Background: an optimization exercise with open tools, aiming at small area, a short achievable clock period and few clock cycles. Do not read the settings as production practice.
The RTL was checked by simulation tests, not by an equivalence proof against the original design.
Power and IR drop assume default switching activity.

## design.v

```verilog
module decode_reg_inst(
    input logic [31:7] instruction_code,  
    output logic [4:0] rs1,
    output logic [4:0] rs2,
    output logic [4:0] rd,
    output logic [4:0] alu_control
);
logic [2:0]func3;
logic [6:0] func7;
always@(*) begin
    rs1 = instruction_code[19:15];
    rs2 = instruction_code[24:20];
    rd = instruction_code[11:7];
    func3 = instruction_code[14:12];
    func7 = instruction_code[31:25];
    case(func3)
    3'b0 : if(func7 == 'b0) 
                alu_control = 5'd1 ;
            else
            alu_control = 5'd2 ;     
    3'b001 :alu_control = 5'd6;
    3'b010 : alu_control = 5'd9;
    3'b011 : alu_control = 5'd10 ;
    3'b100 :alu_control = 5'd3 ;
    3'b101 : if(func7 == 'b0)
                alu_control = 5'd7;
             else 
                alu_control = 5'd8 ;
    3'b110 :alu_control = 5'd4;
    3'b111 :alu_control = 5'd5;
    endcase
end
endmodule
module decode_imm_inst(
    input logic [31:7] instruction_code,
    output logic [4:0] rs1,
    output logic [4:0] rd,
    output logic [11:0] imm,
    output logic [4:0] alu_control
);
logic [2:0] func3;
always@(*) begin
    rd = instruction_code[11:7];
    rs1 = instruction_code[19:15];
    func3 = instruction_code[14:12];
    imm = instruction_code[31:20];
        if(func3 == 'b0) begin
            alu_control = 5'd16;
        end
        else if(func3 == 3'b001) begin
            if(imm[11:5] == 'b0) begin
                alu_control = 5'd20;
            end
            else
            alu_control = 5'd0; 
        end
        else if(func3 == 3'b010) begin
            alu_control = 5'd23;
        end
        else if(func3 ==  3'b011) begin
            alu_control = 5'd24;
        end
        else if(func3 == 3'b100) begin
            alu_control = 5'd17;
        end
        else if(func3 == 3'b101) begin
            if(imm[11:5] == 'b0) begin
                alu_control = 5'd21;
            end
            else if(imm[11:5] == 7'b0100000) begin
                alu_control = 5'd22; 
            end
            else begin
                alu_control = 5'd0 ;
            end   
        end
        else if(func3 == 3'b110) begin
            alu_control = 5'd18;
        end 
        else if(func3 == 3'b111) begin
            alu_control = 5'd19 ;
        end
        else begin
            alu_control = 5'd0;
        end
end
endmodule
module decode_load_inst(
    input logic [31:7] instruction_code,
    output logic [4:0] rs1,
    output logic [4:0] rd,
    output logic [11:0] imm,
    output logic [2:0] load_control
);
logic [2:0] func3;
always_comb begin 
    rd       = instruction_code[11:7];
    rs1   = instruction_code[19:15];
    imm  = instruction_code[31:20];
    func3  = instruction_code[14:12];
    case(func3) 
    3'h0 : load_control = 3'd1 ;
    3'h1: load_control = 3'd2 ;
    3'h2 : load_control = 3'd3 ;
    3'h4 : load_control = 3'd4 ;
    3'h5 : load_control = 3'd5 ;
    default : load_control = 3'd0;
    endcase
end
endmodule
module decode_store_inst(
    input logic [31:7] instruction_code,
    output logic [4:0] rs1,
    output logic [4:0] rs2,
    output logic [11:0] imm,
    output logic [2:0] store_control
);
logic [2:0] func3;
always_comb begin
    rs1  = instruction_code[19:15];
    rs2  = instruction_code[24:20];
    imm  = {instruction_code[31:25], instruction_code[11:7]};
    func3 = instruction_code[14:12];
    case(func3)
    3'h0 :  store_control = 3'd1 ;
    3'h1 :  store_control = 3'd2 ;
    3'h2 :  store_control = 3'd3 ;
    default :  store_control = 3'd0 ;
    endcase
end
endmodule
module decode_branch_inst(
    input logic [31:7] instruction_code,
    output logic [4:0] rs1,
    output logic [4:0] rs2,
    output logic [12:0] imm,
    output logic [2:0] branch_control
);
logic [2:0] func3;
always_comb begin
    rs1  = instruction_code[19:15];
    rs2  = instruction_code[24:20];
    imm  = {instruction_code[31],instruction_code[7], instruction_code[30:25],instruction_code[11:8],1'b0};
    func3 = instruction_code[14:12];
    case(func3)
    3'h0 :  branch_control = 3'd1 ;
    3'h1 :  branch_control = 3'd2 ;
    3'h4 :  branch_control = 3'd3 ;
    3'h5 :  branch_control = 3'd4;
    3'h6 :  branch_control = 3'd5;
    3'h7 :  branch_control = 3'd6 ;
    default :  branch_control = 3'd0 ;
    endcase
end         
endmodule
module decode_jump_inst(
    input logic [31:0] instruction_code,
    output logic [4:0] rd,
    output logic [4:0] rs1,
    output logic [20:0] imm,
    output logic [1:0] jump_control
);
logic [6:0] opcode ;
logic [2:0] func3;
always@(*) begin
    rd = instruction_code[11:7];
    func3 = instruction_code[14:12];
    opcode = instruction_code[6:0];
    case(opcode) 
    7'd111 : begin
        imm[20:0] ={instruction_code[31],instruction_code[19:12],instruction_code[20],instruction_code[30:21],1'b0} ;
        jump_control = 2'd1; 
        rs1 = 'b0;
    end
    7'd103 :begin
        if(func3 == 'b0) begin
            imm = {{9{instruction_code[31]}}, instruction_code[31:20]};
           rs1 = instruction_code[19:15];
         jump_control = 2'd2;
        end
        else begin
            jump_control = 2'd0;
            rs1 = 'b0;
            imm = 'b0;
        end
    end
    default : begin
        jump_control = 2'd0;
        rs1 = 'b0;
        imm = 'b0;
    end
    endcase
end
endmodule
module decode_upperimm_inst(
    input logic [31:0] instruction_code,
    output logic [4:0] rd,
    output logic [31:0] imm,
    output logic [4:0] alu_control
);
logic [6:0] opcode ;
always_comb begin 
    rd = instruction_code[11:7];
    imm[31:12] = instruction_code[31:12];
    opcode=instruction_code[6:0];
    for(int i = 11; i>= 0; i = i-1)
    begin
        imm[i] = 1'b0;
    end
    case(opcode)
    7'd55 : alu_control =5'd28;
    7'd23 : alu_control =5'd29;
    default : alu_control = 5'd0;
    endcase
end
endmodule
module idu(
    input logic [31:0] instruction_code,
    output logic [4:0] rs1,
    output logic [4:0] rs2,
    output logic [4:0] rd,
    output logic [31:0] imm,
    output logic [4:0] alu_control,
    output logic [2:0] load_control,
    output logic [2:0] store_control,
    output logic [2:0] branch_control,
    output logic [1:0] jump_control
);
logic [4:0] reg_inst_rs1;
logic [4:0] reg_inst_rs2;
logic [4:0] reg_inst_rd;
logic [4:0] reg_inst_alu_control;
decode_reg_inst inst_decode_reg_instruction(
    .instruction_code   (instruction_code[31:7]),
    .rs1                (reg_inst_rs1),
    .rs2                (reg_inst_rs2),
    .rd                 (reg_inst_rd),
    .alu_control        (reg_inst_alu_control)
);
logic [4:0] imm_inst_rs1;
logic [4:0] imm_inst_rd;
logic [11:0] imm_inst_imm;
logic [4:0] imm_inst_alu_control;
decode_imm_inst inst_decode_imm_instruction(
    .instruction_code   (instruction_code[31:7]),
    .rs1                (imm_inst_rs1),
    .rd                 (imm_inst_rd),
    .imm                (imm_inst_imm),
    .alu_control        (imm_inst_alu_control)
);
logic [4:0] load_inst_rs1;
logic [4:0] load_inst_rd;
logic [11:0] load_inst_imm;
logic [2:0] w_load_control;
decode_load_inst inst_decode_load_instruction(
    .instruction_code   (instruction_code[31:7]),
    .rs1                (load_inst_rs1),
    .rd                 (load_inst_rd),
    .imm                (load_inst_imm),
    .load_control       (w_load_control)
);
logic [4:0] store_inst_rs1;
logic [4:0] store_inst_rs2;
logic [11:0] store_inst_imm;
logic [2:0] w_store_control;
decode_store_inst inst_decode_store_instruction(
    .instruction_code   (instruction_code[31:7]),
    .rs1                (store_inst_rs1),
    .rs2                (store_inst_rs2),
    .imm                (store_inst_imm),
    .store_control      (w_store_control)
);
logic [4:0] branch_inst_rs1;
logic [4:0] branch_inst_rs2;
logic [12:0] branch_inst_imm;
logic [2:0] w_branch_control;
decode_branch_inst inst_decode_branch_instruction(
    .instruction_code   (instruction_code[31:7]),
    .rs1                (branch_inst_rs1),
    .rs2                (branch_inst_rs2),
    .imm                (branch_inst_imm),
    .branch_control     (w_branch_control)
);
logic [4:0] jump_inst_rd;
logic [4:0] jump_inst_rs1;
logic [20:0] jump_inst_imm;
logic [1:0] w_jump_control;
decode_jump_inst inst_decode_jump_instruction(
    .instruction_code   (instruction_code),
    .rd                 (jump_inst_rd),
    .rs1                (jump_inst_rs1),
    .imm                (jump_inst_imm),
    .jump_control       (w_jump_control)
);
logic [4:0] upperimm_inst_rd;
logic [31:0] upperimm_inst_imm;
logic [4:0] upperimm_inst_alu_control;
decode_upperimm_inst inst_decode_upperimm_instruction(
    .instruction_code   (instruction_code),
    .rd                 (upperimm_inst_rd),
    .imm                (upperimm_inst_imm),
    .alu_control        (upperimm_inst_alu_control)
);
always @ (*) begin
    rs1 = 5'h0;
    rs2 = 5'h0;
    rd = 5'h0;
    imm = 32'h0;
    alu_control = 5'd0;
    load_control = 3'd0;
    store_control = 3'd0;
    branch_control = 3'd0;
    jump_control = 2'd0;
    case (instruction_code[6:0])
        7'b011_0011: begin
            rs1 = reg_inst_rs1;
            rs2 = reg_inst_rs2;
            rd = reg_inst_rd;
            alu_control = reg_inst_alu_control;
        end
        7'b001_0011: begin
            rs1 = imm_inst_rs1;
            rd = imm_inst_rd;
            imm = {{20{imm_inst_imm[11]}}, imm_inst_imm};
            alu_control = imm_inst_alu_control;
        end
        7'b000_0011: begin
            rs1 = load_inst_rs1;
            rd = load_inst_rd;
            imm = {{20{load_inst_imm[11]}}, load_inst_imm};
            load_control = w_load_control;
        end
        7'b010_0011: begin
            rs1 = store_inst_rs1;
            rs2 = store_inst_rs2;
            imm = {{20{store_inst_imm[11]}}, store_inst_imm};
            store_control = w_store_control;
        end
        7'b110_0011: begin
            rs1 = branch_inst_rs1;
            rs2 = branch_inst_rs2;
            imm = {{19{branch_inst_imm[12]}}, branch_inst_imm};
            branch_control = w_branch_control;
        end
        7'b110_1111: begin
            rd = jump_inst_rd;
            imm = {{11{jump_inst_imm[20]}}, jump_inst_imm};
            jump_control = w_jump_control;
        end
        7'b110_0111: begin
            rd = jump_inst_rd;
            rs1 = jump_inst_rs1;
            imm = {{11{jump_inst_imm[20]}}, jump_inst_imm};
            jump_control = w_jump_control;
        end
        7'b011_0111: begin
            rd = upperimm_inst_rd;
            imm = upperimm_inst_imm;
            alu_control = upperimm_inst_alu_control;
        end
        7'b001_0111: begin
            rd = upperimm_inst_rd;
            imm = upperimm_inst_imm;
            alu_control = upperimm_inst_alu_control;
        end
    endcase
end
endmodule
module regfile(
    input logic i_clk,
    input logic i_rst,
    input logic [4:0] rs1,
    input logic [4:0] rs2,
    input logic [4:0] rd,
    input logic rd_write_control,
    input logic [31:0] rd_write_val,
    output logic [31:0] rs1_val,
    output logic [31:0] rs2_val
);
logic [31:0]reg_memory[31:0];
always@(*) begin
        rs1_val = reg_memory[rs1][31:0];
        rs2_val = reg_memory[rs2][31:0];
end
always@(posedge i_clk or negedge i_rst) begin
    if(~i_rst) begin
        for(int i = 0 ; i <32 ; i=i+1) begin
            reg_memory[i] <= 0;
        end
    end
    else begin
        if((rd_write_control) & (rd > 0)) begin
            reg_memory[rd][31:0] <= rd_write_val;
        end
    end
end
endmodule
module alu(
    input logic [31:0] pc,
    input logic [31:0] imm,
    input logic [31:0] rs1_val,
    input logic [31:0] rs2_val,
    input logic [4:0] alu_control,
    output logic rd_write_control,
    output logic [31:0] rd_write_val
);
always @(*) begin
    rd_write_control = 1'b1;
    case (alu_control)
        5'd1   : rd_write_val = rs1_val + rs2_val;
        5'd2   : rd_write_val = rs1_val - rs2_val;
        5'd3   : rd_write_val = rs1_val ^ rs2_val;
        5'd4    : rd_write_val = rs1_val | rs2_val;
        5'd5   : rd_write_val = rs1_val & rs2_val;
        5'd6   : rd_write_val = rs1_val << rs2_val[4:0];
        5'd7   : rd_write_val = rs1_val >> rs2_val[4:0];
        5'd8   : rd_write_val = $signed(rs1_val) >>> rs2_val[4:0];
        5'd9   : rd_write_val = {31'b0, $signed(rs1_val) < $signed(rs2_val)};
        5'd10  : rd_write_val = {31'b0, rs1_val < rs2_val};
        5'd16  : rd_write_val = rs1_val + imm;
        5'd17  : rd_write_val = rs1_val ^ imm;
        5'd18   : rd_write_val = rs1_val | imm;
        5'd19  : rd_write_val = rs1_val & imm;
        5'd20  : rd_write_val = rs1_val << imm[4:0];
        5'd21  : rd_write_val = rs1_val >> imm[4:0];
        5'd22  : rd_write_val = $signed(rs1_val) >>> imm[4:0];
        5'd23  : rd_write_val = {31'b0, $signed(rs1_val) < $signed(imm)};
        5'd24 : rd_write_val = {31'b0, rs1_val < imm};
        5'd28   : rd_write_val = imm;
        5'd29 : rd_write_val = pc + imm;
        default: begin
            rd_write_control = 1'b0;
            rd_write_val = 32'b0;
        end
    endcase
end
endmodule
module load(
    input logic i_clk,
    input logic i_rst,
    input logic [31:0] rs1_val,
    input logic [31:0] imm,
    input logic [31:0] mem_data,
    input logic [4:0] rd_in,
    input logic [2:0] load_control,
    output logic stall_pc,
    output logic ignore_curr_inst,
    output logic rd_write_control,
    output logic [4:0] rd_out,
    output logic [31:0] rd_write_val,
    output logic mem_rw_mode,
    output logic [31:0] mem_addr
);
    parameter RESET_STATE = 0;
    parameter READ_MEM=1;
    logic state;
    logic next_state;
    logic [2:0] load_control_s;
    logic [4:0] rd_s;
    logic [31:0]mem_addr_s;
    assign mem_rw_mode =1'b1;
    always@(posedge i_clk or negedge i_rst) begin
        if(~i_rst) begin
            state <= 'b0;
            load_control_s<= 'b0;
            rd_s <= 'b0;
            mem_addr_s<='b0;
        end
        else begin
            load_control_s<= load_control;
            rd_s <= rd_in;
            state <= next_state; 
            mem_addr_s<= mem_addr;
        end
    end
    always@(*) begin
            stall_pc='b0;
            ignore_curr_inst='b0;
            rd_write_control='b0;
            rd_write_val='b0;
            rd_out='b0;
            mem_addr='b0;
            next_state = RESET_STATE;
            case(state) 
            RESET_STATE: begin
                ignore_curr_inst='b0;
                rd_write_control='b0;
                rd_write_val='b0;
                rd_out='b0;
                if(|load_control) begin
                    mem_addr= imm+ rs1_val;
                    stall_pc='b1; 
                    next_state = READ_MEM;
                    end
                else begin
                next_state = RESET_STATE;
                stall_pc='b0;
                mem_addr='b0;
                ignore_curr_inst='b0;
                rd_write_control='b0;
                rd_write_val='b0;
                end
            end
            READ_MEM: begin
                case(load_control_s)
                3'd0: begin 
                    rd_write_control='b0;
                    rd_write_val='b0; end
                3'd1: begin
                    rd_write_control=1'b1;
                    if(mem_addr_s[1:0]==2'b00)
                    rd_write_val= {{24{mem_data[7]}},mem_data[7:0]};
                    else if(mem_addr_s[1:0]==2'b01)
                    rd_write_val= {{24{mem_data[15]}},mem_data[15:8]};
                    else if(mem_addr_s[1:0]==2'b10)
                    rd_write_val= {{24{mem_data[23]}},mem_data[23:16]};
                    else
                    rd_write_val= {{24{mem_data[31]}},mem_data[31:24]};
                     end
                3'd2:begin
                    rd_write_control='b1;
                    if(mem_addr_s[1]==0)
                    rd_write_val= {{16{mem_data[15]}},mem_data[15:0]};
                    else 
                    rd_write_val= {{16{mem_data[31]}},mem_data[31:16]};
                    end
                3'd3:begin
                    rd_write_val = mem_data;
                    rd_write_control=1'b1;
                    end
                3'd4:begin
                    rd_write_control=1'b1;
                    if(mem_addr_s[1:0]==2'b00)
                    rd_write_val= {24'b0,mem_data[7:0]};
                    else if(mem_addr_s[1:0]==2'b01)
                    rd_write_val= {24'b0,mem_data[15:8]};
                    else if(mem_addr_s[1:0]==2'b10)
                    rd_write_val= {24'b0,mem_data[23:16]};
                    else
                    rd_write_val= {24'b0,mem_data[31:24]};
                     end
                3'd5:begin
                    rd_write_control=1'b1;
                    if(mem_addr_s[1]==0)
                    rd_write_val= {16'b0,mem_data[15:0]};
                    else 
                    rd_write_val= {16'b0,mem_data[31:16]};
                     end
                endcase
                stall_pc=1'b0;
                ignore_curr_inst='b1;
                rd_out= rd_s;
                next_state = RESET_STATE;
                mem_addr='b0;
            end
            endcase
    end
endmodule
module store(
    input logic i_clk,
    input logic i_rst,
    input logic [31:0] rs1_val,
    input logic [31:0] rs2_val,
    input logic [31:0] imm,
    input logic [2:0] store_control,
    output logic stall_pc,
    output logic ignore_curr_inst,
    output logic mem_rw_mode,
    output logic [31:0] mem_addr,
    output logic [31:0] mem_write_data,
    output logic [3:0] mem_byte_en
);
always@(*) begin
    if(store_control != 3'd0) begin
        stall_pc = 'b1;
        mem_rw_mode = 'b0;
        mem_addr = rs1_val + imm;
        mem_write_data = rs2_val;
        mem_byte_en = 4'b0;
        if(store_control == 3'd3)begin
            mem_byte_en = 4'b1111;
        end
        else if(store_control == 3'd2)begin
           mem_write_data = {2{rs2_val[15:0]}};
           if(mem_addr[1] == 1'b0) begin
            mem_byte_en = 4'b0011;
           end
           else if(mem_addr[1] == 1'b1) begin
            mem_byte_en = 4'b1100;
           end
        end
        else if(store_control == 3'd1)begin
            mem_write_data = {4{rs2_val[7:0]}};
            if(mem_addr[1:0] == 2'b0) begin
                mem_byte_en = 4'b0001;
            end
            else if(mem_addr[1:0] == 2'b01) begin
                mem_byte_en = 4'b0010;
            end
            else if(mem_addr[1:0] == 2'b10) begin
                mem_byte_en = 4'b0100;
            end
            else if(mem_addr[1:0] == 2'b11) begin
                mem_byte_en = 4'b1000;
            end
        end
    end
    else begin
        stall_pc = 'b0;
        mem_rw_mode = 'b1;
        mem_addr = 'b0;
        mem_write_data = 'b0;
        mem_byte_en = 'b0;
    end
end
always@(posedge i_clk or negedge i_rst) begin
        if(~i_rst) begin
        ignore_curr_inst <= 'b0;
    end
    else begin
    ignore_curr_inst <= stall_pc;
    end
end
endmodule
module branch(
    input logic i_clk,
    input logic i_rst,
    input logic [31:0] pc,
    input logic [31:0] imm,
    input logic [31:0] rs1_val,
    input logic [31:0] rs2_val,
    input logic [2:0] branch_control,
    output logic pc_update_control,
    output logic [31:0] pc_update_val,
    output logic ignore_curr_inst
);
always_comb begin 
    if(branch_control != 3'd0) begin
        if(branch_control == 3'd1) begin
            if(rs1_val == rs2_val) begin
                pc_update_control = 1'b1;
                pc_update_val = pc + imm;
            end
            else begin
                pc_update_val = 'b0;
                pc_update_control = 'b0;
            end
        end
        else if(branch_control == 3'd2) begin
             if(rs1_val != rs2_val ) begin
                pc_update_control = 1'b1;
                pc_update_val = pc + imm;
            end
            else begin
                pc_update_val = 'b0;
                pc_update_control = 'b0;
            end
        end
        else if(branch_control == 3'd3) begin
            if($signed(rs1_val) < $signed(rs2_val)) begin
                pc_update_control = 1'b1;
                pc_update_val = pc + imm;
            end
            else begin
                pc_update_val = 'b0;
                pc_update_control = 'b0;
            end
        end
        else if(branch_control == 3'd4) begin 
            if($signed(rs1_val) >= $signed(rs2_val) ) begin
                pc_update_control = 1'b1;
                pc_update_val = pc + imm;
            end
            else begin
                pc_update_val = 'b0;
                pc_update_control = 'b0;
            end
        end
            else if(branch_control == 3'd5) begin
            if({1'b0,rs1_val} < {1'b0,rs2_val} ) begin
                pc_update_control = 1'b1;
                pc_update_val = pc + imm;
            end
            else begin
                pc_update_val = 'b0; 
                pc_update_control = 'b0;
            end
            end
            else if(branch_control == 3'd6) begin
            if({1'b0,rs1_val} >= {1'b0,rs2_val} ) begin
                pc_update_control = 1'b1;
                pc_update_val = pc + imm;
            end
            else begin
                pc_update_val = 'b0;
                pc_update_control = 'b0;
            end
            end
            else begin
                 pc_update_control = 'b0;
                 pc_update_val = 'b0;
            end
    end
    else begin
        pc_update_val = 'b0;
        pc_update_control = 'b0;
    end
end
always@(posedge i_clk or negedge i_rst) begin
    if(~i_rst) begin
        ignore_curr_inst <= 'b0;
    end
    else begin
        ignore_curr_inst <= pc_update_control;
    end
end
endmodule
module jump(
    input logic i_clk,
    input logic i_rst,
    input logic [31:0] pc,
    input logic [31:0] imm,
    input logic [31:0] rs1_val,
    input logic [1:0] jump_control,
    output logic rd_write_control,
    output logic [31:0] rd_write_val,
    output logic pc_update_control,
    output logic [31:0] pc_update_val,
    output logic ignore_curr_inst
);
always@(*) begin 
    if(jump_control != 2'd0) begin
        pc_update_control = 'b1;
        rd_write_control = 'b1;
        rd_write_val = pc + 4;
        pc_update_val = 'b0;
        if(jump_control == 2'd1) begin
            pc_update_val = pc + imm;
        end
        else if (jump_control == 2'd2) begin
            pc_update_val = rs1_val + imm; 
    end
    end
    else begin
        pc_update_control = 'b0;
        pc_update_val = 'b0;
        rd_write_control = 'b0;
        rd_write_val = 'b0;
    end
end
always@(posedge i_clk or negedge i_rst) begin
    if(~i_rst) begin
        ignore_curr_inst <= 'b0;
    end
    else begin
    ignore_curr_inst <= pc_update_control;
    end
end
endmodule
module ieu(
    input logic i_clk,
    input logic i_rst,
    input logic [31:0] pc,
    input logic [4:0] rs1,
    input logic [4:0] rs2,
    input logic [4:0] rd,
    input logic [31:0] imm,
    input logic [4:0] alu_control,
    input logic [2:0] load_control,
    input logic [2:0] store_control,
    input logic [2:0] branch_control,
    input logic [1:0] jump_control,
    input logic [31:0] mem_read_data,
    output logic pc_update_control,
    output logic [31:0] pc_update_val,
    output logic stall_pc,
    output logic mem_rw_mode,
    output logic [31:0] mem_addr,
    output logic [31:0] mem_write_data,
    output logic [3:0] mem_byte_en,
    output logic ignore_curr_inst 
);
logic rd_write_control;
logic [31:0] rd_write_val;
logic [31:0] rs1_val;
logic [31:0] rs2_val;
logic [4:0] rd_muxed;
regfile inst_regfile(
    .i_clk              (i_clk),
    .i_rst              (i_rst),
    .rs1                (rs1),
    .rs2                (rs2),
    .rd                 (rd_muxed),
    .rd_write_control   (rd_write_control),
    .rd_write_val       (rd_write_val),
    .rs1_val            (rs1_val),
    .rs2_val            (rs2_val)
);
logic alu_rd_write_control;
logic [31:0] alu_rd_write_val;
alu inst_alu(
    .pc                 (pc),
    .imm                (imm),
    .rs1_val            (rs1_val),
    .rs2_val            (rs2_val),
    .alu_control        (alu_control),
    .rd_write_control   (alu_rd_write_control),
    .rd_write_val       (alu_rd_write_val)
);
logic branch_pc_update_control;
logic [31:0] branch_pc_update_val;
logic branch_ignore_curr_inst;
branch inst_branch(
    .i_clk              (i_clk),
    .i_rst              (i_rst),
    .pc                 (pc),
    .imm                (imm),
    .rs1_val            (rs1_val),
    .rs2_val            (rs2_val),
    .branch_control     (branch_control),
    .pc_update_control  (branch_pc_update_control),
    .pc_update_val      (branch_pc_update_val),
    .ignore_curr_inst   (branch_ignore_curr_inst)
);
logic jump_rd_write_control;
logic [31:0] jump_rd_write_val;
logic jump_pc_update_control;
logic [31:0] jump_pc_update_val;
logic jump_ignore_curr_inst;
jump inst_jump(
    .i_clk              (i_clk),
    .i_rst              (i_rst),
    .pc                 (pc),
    .imm                (imm),
    .rs1_val            (rs1_val),
    .jump_control       (jump_control),
    .rd_write_control   (jump_rd_write_control),
    .rd_write_val       (jump_rd_write_val),
    .pc_update_control  (jump_pc_update_control),
    .pc_update_val      (jump_pc_update_val),
    .ignore_curr_inst   (jump_ignore_curr_inst)
);
logic load_stall_pc;
logic load_ignore_curr_inst;
logic load_rd_write_control;
logic [4:0] load_rd_out;
logic [31:0] load_rd_write_val;
logic load_mem_rw_mode;
logic [31:0] load_mem_addr;
load inst_load(
    .i_clk              (i_clk),
    .i_rst              (i_rst),
    .rs1_val            (rs1_val),
    .imm                (imm),
    .mem_data           (mem_read_data),
    .rd_in              (rd),
    .load_control       (load_control),
    .stall_pc           (load_stall_pc),
    .ignore_curr_inst   (load_ignore_curr_inst),
    .rd_write_control   (load_rd_write_control),
    .rd_out             (load_rd_out),
    .rd_write_val       (load_rd_write_val),
    .mem_rw_mode        (load_mem_rw_mode),
    .mem_addr           (load_mem_addr)
);
logic store_stall_pc;
logic store_ignore_curr_inst;
logic store_mem_rw_mode;
logic [31:0] store_mem_addr;
store inst_store(
    .i_clk              (i_clk),
    .i_rst              (i_rst),
    .rs1_val            (rs1_val),
    .rs2_val            (rs2_val),
    .imm                (imm),
    .store_control      (store_control),
    .stall_pc           (store_stall_pc),
    .ignore_curr_inst   (store_ignore_curr_inst),
    .mem_rw_mode        (store_mem_rw_mode),
    .mem_addr           (store_mem_addr),
    .mem_write_data     (mem_write_data),
    .mem_byte_en        (mem_byte_en)
);
always @ (*) begin
    if (load_ignore_curr_inst)
        rd_muxed = load_rd_out;
    else
        rd_muxed = rd;
    rd_write_control = alu_rd_write_control | jump_rd_write_control | load_rd_write_control;
    rd_write_val = alu_rd_write_val | jump_rd_write_val | load_rd_write_val;
    pc_update_control = branch_pc_update_control | jump_pc_update_control;
    pc_update_val = branch_pc_update_val  | jump_pc_update_val;
    stall_pc = load_stall_pc | store_stall_pc;
    ignore_curr_inst = branch_ignore_curr_inst | jump_ignore_curr_inst | load_ignore_curr_inst | store_ignore_curr_inst;
    mem_rw_mode = load_mem_rw_mode & store_mem_rw_mode;
    mem_addr = load_mem_addr | store_mem_addr;
end
endmodule
module ifu(
    input logic i_clk,
    input logic i_rst,  
    input logic stall_pc,
    input logic pc_update_control,
    input logic [31:0] pc_update_val,
    output logic [31:0] pc,
    output logic [31:0] prev_pc
);
always @( posedge i_clk or negedge i_rst) begin 
   if(~i_rst) begin
      pc <= 'b0;
      prev_pc <= 'b0;
   end
   else begin
      prev_pc <= pc;
      if (~stall_pc ) begin 
         if(~pc_update_control) begin
            pc <= pc +4;
         end
         else begin
            pc <= pc_update_val ;
         end
      end
      else begin
         pc <= pc;
      end
   end
end
endmodule
module inst_data_arbiter(
    input logic [31:0] inst_addr,
    input logic stall_pc,
    input logic [31:0] mem_addr,
    input logic mem_rw_mode,
    input logic [31:0] mem_write_data,
    input logic [3:0] mem_byte_en,
    input logic ignore_curr_inst,
    input logic [31:0] from_mem_data,
    output logic [31:0] instruction_code,
    output logic [31:0] mem_read_data,
    output logic [31:0] to_mem_addr,
    output logic to_mem_rw_mode,
    output logic [31:0] to_mem_write_data,
    output logic [3:0] to_mem_byte_en
);
always @(*) begin
    if (stall_pc) begin
        to_mem_addr       = mem_addr;
        to_mem_rw_mode    = mem_rw_mode;
        to_mem_write_data = mem_write_data;
        to_mem_byte_en    = mem_byte_en;
    end
    else begin
        to_mem_addr       = inst_addr;
        to_mem_rw_mode    = 1'b1;
        to_mem_write_data = 32'b0;
        to_mem_byte_en    = 4'b0;
    end
    if (ignore_curr_inst) begin
        instruction_code = 32'b0;
        mem_read_data    = from_mem_data;
    end
    else begin
        instruction_code = from_mem_data;
        mem_read_data    = 32'b0;
    end
end
endmodule
module processor(
    input logic i_clk,
    input logic i_rst,
    output logic [31:0] o_mem_addr,
    output logic o_mem_wen,
    output logic [31:0] o_mem_wdata,
    output logic [3:0] o_mem_byte_en,
    input logic [31:0] i_mem_rdata
);
logic stall_pc;
logic pc_update_control;
logic [31:0] pc_update_val;
logic [31:0] pc;
logic [31:0] prev_pc;
ifu inst_ifu(
    .i_clk              (i_clk),
    .i_rst              (i_rst),
    .stall_pc           (stall_pc),
    .pc_update_control  (pc_update_control),
    .pc_update_val      (pc_update_val),
    .pc                 (pc),
    .prev_pc            (prev_pc)
);
logic mem_rw_mode;
logic [31:0] mem_addr;
logic [31:0] mem_read_data;
logic [31:0] mem_write_data;
logic [31:0] instruction_code;
logic [3:0] mem_byte_en;
logic ignore_curr_inst;
logic [31:0] from_mem_data;
logic [31:0] to_mem_addr;
logic to_mem_rw_mode;
logic [31:0] to_mem_write_data;
logic [3:0] to_mem_byte_en;
inst_data_arbiter inst_intruction_data_arbiter(
    .inst_addr          (pc),
    .stall_pc           (stall_pc),
    .mem_addr           (mem_addr),
    .mem_rw_mode        (mem_rw_mode),
    .mem_write_data     (mem_write_data),
    .mem_byte_en        (mem_byte_en),
    .ignore_curr_inst   (ignore_curr_inst),
    .from_mem_data      (from_mem_data),
    .instruction_code   (instruction_code),
    .mem_read_data      (mem_read_data),
    .to_mem_addr        (to_mem_addr),
    .to_mem_rw_mode     (to_mem_rw_mode),
    .to_mem_write_data  (to_mem_write_data),
    .to_mem_byte_en     (to_mem_byte_en)
);
assign from_mem_data = i_mem_rdata;
assign o_mem_addr    = to_mem_addr;
assign o_mem_wen     = ~to_mem_rw_mode;
assign o_mem_wdata   = to_mem_write_data;
assign o_mem_byte_en = to_mem_byte_en;
logic [4:0] rs1;
logic [4:0] rs2;
logic [4:0] rd;
logic [31:0] imm;
logic [4:0] alu_control;
logic [2:0] load_control;
logic [2:0] store_control;
logic [2:0] branch_control;
logic [1:0] jump_control;
idu inst_idu(
    .instruction_code   (instruction_code),
    .rs1                (rs1),
    .rs2                (rs2),
    .rd                 (rd),
    .imm                (imm),
    .alu_control        (alu_control),
    .load_control       (load_control),
    .store_control      (store_control),
    .branch_control     (branch_control),
    .jump_control       (jump_control)
);
ieu inst_ieu(
    .i_clk              (i_clk),
    .i_rst              (i_rst),
    .pc                 (prev_pc),
    .rs1                (rs1),
    .rs2                (rs2),
    .rd                 (rd),
    .imm                (imm),
    .alu_control        (alu_control),
    .load_control       (load_control),
    .store_control      (store_control),
    .branch_control     (branch_control),
    .jump_control       (jump_control),
    .mem_read_data      (mem_read_data),
    .pc_update_control  (pc_update_control),
    .pc_update_val      (pc_update_val),
    .stall_pc           (stall_pc),
    .mem_rw_mode        (mem_rw_mode),
    .mem_addr           (mem_addr),
    .mem_write_data     (mem_write_data),
    .mem_byte_en        (mem_byte_en),
    .ignore_curr_inst   (ignore_curr_inst)
);
endmodule
```

## run.sh

```bash
#!/bin/bash
# synth_recipe.tcl (not shown) runs the flow's synth.tcl, then flattens the netlist and writes it again
# the make line also repeats each setting of config.mk as NAME=value (left out here)
make -C /OpenROAD-flow-scripts/flow DESIGN_CONFIG=/design/flow/config.mk WORK_HOME=/design/flow/orfs CLKGATE_MAP_FILE= SYNTH_SCRIPT=/design/flow/synth_recipe.tcl finish
```

## config.mk

```make
export PLATFORM = sky130hd
export DESIGN_NAME = processor
export DESIGN_NICKNAME = processor
export VERILOG_FILES = /design/flow/design.v
export SDC_FILE = /design/flow/constraint.sdc
export NUM_CORES = 4
export LEC_CHECK = 0
export CAP_MARGIN = 20
export CORE_MARGIN = 2
export CORE_UTILIZATION = 30
export PLACE_DENSITY = 0.4
export SLEW_MARGIN = 20
```

## constraint.sdc

```tcl
create_clock -name core_clock -period 14.0 [get_ports {i_clk}]
set_input_delay 2.8000 -clock core_clock [delete_from_list [all_inputs] [get_ports {i_clk}]]
set_output_delay 2.8000 -clock core_clock [all_outputs]
set_load 0.01 [all_outputs]
```

==> run notes <==
* Vias at 92300
* Worst Setup Path Type: in -> out
* Final Max Tran Viols at 0
* Post-Synthesis Cells at 9423
* CTS tree: done
* H-tree levels at 4
* RSZ-0062 raised after global routing: false
* Area Growth Syn to Fin at 19.3%
* Post-cts sizing count at 0
* First-pass GRT wire length at 853000 um
* CTS Buf Count at 133
* Number of nets in the layout at 9793
* Worst rel slew slack at 12.1%
* Root buf cell: clkbuf_16
* Yosys cell types at 118
* Result of the run: complete, no violations
* Yosys Warn Count at 18
* Most used cell, CP: a21oi_1
* DRT iter0 DRCs at 15700
* Hold-fix buffers at CTS at 0
* Chip height at 506 um
* Final Hold Vio Count at 0
* Adder-Cell Fraction of Synth Area at 2.79%
* VDD IR-drop max at 0.136 mV
* # setup viols final at 0
* Power per cell area at 94.3 nW/um^2
* Sequential area share after synthesis at 36.4%
* CP Launch Type: input pin
* Avg Cell Area, Syn at 8.04 um^2
* WL per Instance at 50.2 um
* Worst Path Arrival at 10.92 ns
* Post-route setup slack at 0.282 ns
* Crit Path Max Fanout at 13
* Hold crit path type: reg -> reg
* Overflow after GRT at 0
* Die X at 506 um
* Worst r2r src: inst_ieu.inst_jump.ignore_curr_inst
* Req. time, crit path at 11.20 ns
* Yosys reg bits at 1102
* Number of synthesized flops with an enable pin at 0
* DRT Pass-1 Iters at 13
* Post-Syn Nets at 9621
* Post-route minimum period at 13.72 ns
* All-Layer GR Usage at 49.7%
* Crit path from: i_mem_rdata[6]
* Pleak at 37.5 nW
* R2r endpoint: inst_ieu.inst_regfile.reg_memory[10][26]
* Core Area at 251000 um^2
* Dpl hpwl at 493000 um
* Sink Count at 1102
* Critical Path End Type: output pin
* Clock latency on the worst-skew pair at 0.88 ns
* Post-CTS setup buffer count at 0
* Post-synthesis mux area share at 3.58%
* Worst-Margin Slew at 1.29 ns
* Reg-to-reg slack, setup at 2.61 ns
* Largest family of logic cells by synthesized area: compound AO/OA/AOI/OAI gates
* Clock skew at 0.0826 ns
* Vias in the first global route at 84200
* Worst-case reg-to-reg path depth at 32
* Buf+Inv Stages, Crit Path at 5
* Post-synthesis simple-gate area fraction at 21.6%
* Stages on worst setup path at 29
* Largest net degree at the start of global routing at 166
* Family with the most delay on the worst path: compound AO/OA/AOI/OAI gates
* Starting Density at 30.2%
* Maxcap violations at 0
* Synth Flop Type: dfrtp_1
* Detailed Route WL at 659000 um
* Synth Area in Compound Gates at 28.5%
* Initial antenna violation count at 96
* Placer Congestion at 1.12
* Clock Tree Buf Depth at 3
* Row cnt at 184
* Worst-path clk slew at 0.07 ns
* Layout cell share with drive strength beyond 1 at 14.4%
* Antenna viol nets, final at 0
* Asr flop ratio synth at 100%
* Critical Path Sink: o_mem_addr[30]
* Most frequent cells in the layout: nand2_1, dfrtp_1, o21ai_0, buf_4, nor2_1
* Highest Clock Rate at 72.9 MHz
* TNS Setup at 0 ns
* Post-Synth XOR/XNOR Area at 1.52%
* Vias per cell at 7.04
* Post-Place Setup Slack at 0.347 ns
* IO Pins at 103
* Critical path's slowest cell: nor3_1
* Commonest non-fill, non-tap cell in the layout: nand2_1
* Die ar. at 256000 um^2
* Period utilization at 98.0%
* PortBufs at 102
* Slowest stage delay, CP at 0.69 ns
* Post-synthesis cell area at 75700 um^2
* DRC errors left at 0
cell families (layout without fill, tap and decap cells):
group,Yosys count,in the layout
and+or+nand+nor,3494,3494
AOI/OAI and AO/OA,3238,3238
DFF,1102,1102
buffers and inverters,1047,1318
muxes,244,244
adders and majority gates,167,167
xor gates and xnor gates,131,131
other,0,80
layout make-up:
| type | count | area (um^2) |
|---|---|---|
| Antenna cell | 80 | 200 |
| Clock inverter | 45 | 818 |
| Sequential cell | 1102 | 27600 |
| Fill cell | 26300 | 161000 |
| Tap cell | 3348 | 4190 |
| Timing Repair Buffer | 889 | 7390 |
| Multi-Input combinational cell | 7274 | 45500 |
| Inverter | 195 | 732 |
| Clock buffer | 189 | 3900 |
layer usage:
layer  global-route usage [%]  routed length, um
met5                    0.296                413
met4                     42.6              72700
met3                     17.8              78000
met2                     71.9             270000
met1                     58.2             238000
per-stage QoR:
stage               hold slack (ns)  instance area, um^2  util [%]  power (mW)  cells
detailed placement            0.385                85300      34.0        4.71  12800
CTS                           0.389                90000      35.8        8.48  13000
finish                        0.394                90300      36.0        8.52  13100
floorplan                     0.352                75700         -        3.95   9423
global route                  0.406                90200      35.9        8.69  13100
global placement              0.382                85200      33.9        4.72  12800
power by group:
group / switching, mW / total, mW / internal [mW]
Clock: 1.62 / 3.80 / 2.17
Sequential: 0.142 / 3.41 / 3.27
Combinational: 0.949 / 1.32 / 0.369
registers in the layout, summed over array words and instances, names as in the netlist:
signal and count:
inst_ieu.inst_branch.ignore_curr_inst 1, inst_ieu.inst_jump.ignore_curr_inst 1, inst_ieu.inst_load.load_control_s 3, inst_ieu.inst_load.mem_addr_s 2, inst_ieu.inst_load.rd_s 5, inst_ieu.inst_load.state 1
inst_ieu.inst_regfile.reg_memory 1024, inst_ieu.inst_store.ignore_curr_inst 1, inst_ifu.pc 32, inst_ifu.prev_pc 32
cells in the mapped netlist (41+ instances only):
library cell     n  area (um^2)
o22ai_1         59          369
o21ai_1        200         1000
nor4_1          61          382
o21a_1          43          323
a21oi_1        573         2870
nor2b_1         42          263
buf_1           48          180
nor3_1         204         1020
a222oi_1       106         1060
nand2_1       1394         5230
a22oi_1        337         2530
mux2_2          67          754
nand3_1        397         1990
o21ai_0        878         4390
a21o_1          51          383
mux2i_1        160         1600
inv_1          188          706
a31oi_1         66          413
and3_1         162         1010
clkbuf_1       626         2350
xnor2_1         86          753
a32oi_1         50          438
ha_1           160         2000
and2_1          42          263
nor2_1         688         2580
a2111oi_0       58          508
xor2_1          45          394
and4_1          46          403
o221ai_1        41          359
a22o_1         107          937
a41oi_1         42          368
nand4_1        196         1230
buf_2          147          736
a221oi_1       121         1060
o211ai_1        55          413
a211oi_1        71          533
nand2b_1        58          363
dfrtp_1       1102        27600
worst min-delay path by stage:
stage                                       to  cells after the start  slack [ns]             from
after floorplan           inst_ifu.prev_pc[25]                      0        0.35  inst_ifu.pc[25]
after global placement     inst_ifu.prev_pc[0]                      0        0.38   inst_ifu.pc[0]
after detailed placement   inst_ifu.prev_pc[0]                      0        0.39   inst_ifu.pc[0]
after CTS                  inst_ifu.prev_pc[1]                      0        0.39   inst_ifu.pc[1]
after global routing       inst_ifu.prev_pc[1]                      0        0.41   inst_ifu.pc[1]
final                      inst_ifu.prev_pc[1]                      0        0.39   inst_ifu.pc[1]
Testbench counts, summed over its fixed seeds: cycles 86,988.

## re-timing with driven ports
No port has a modelled driver above. Below, the same layout with a new extraction and two added sets of constraints.
Step 1, drivers: a clkbuf_16 drives i_clk and a buf_2 each remaining input, both assumed.
Step 2 times the ports against the registers' clock, not the clock port: input delays grow and output delays shrink by t, the midpoint of the rising clock arrivals with the driver on.
Slacks: ideal / step 1 / step 2; pairs: ideal / step 1.
t (ns): 0.939
slack for setup (ns): 0.282 / 0.230 / 0.230
latest minus earliest clock arrival (ns): 0.083 / 0.083
slew at the worst register clock pin (ns): 0.08 / 0.08
worst slew at a driven data input, ns: 0.14
After both steps setup and hold are still met in this run. The setup slack of this run moves by -0.052 ns with the drivers and by -0.052 ns with both steps.
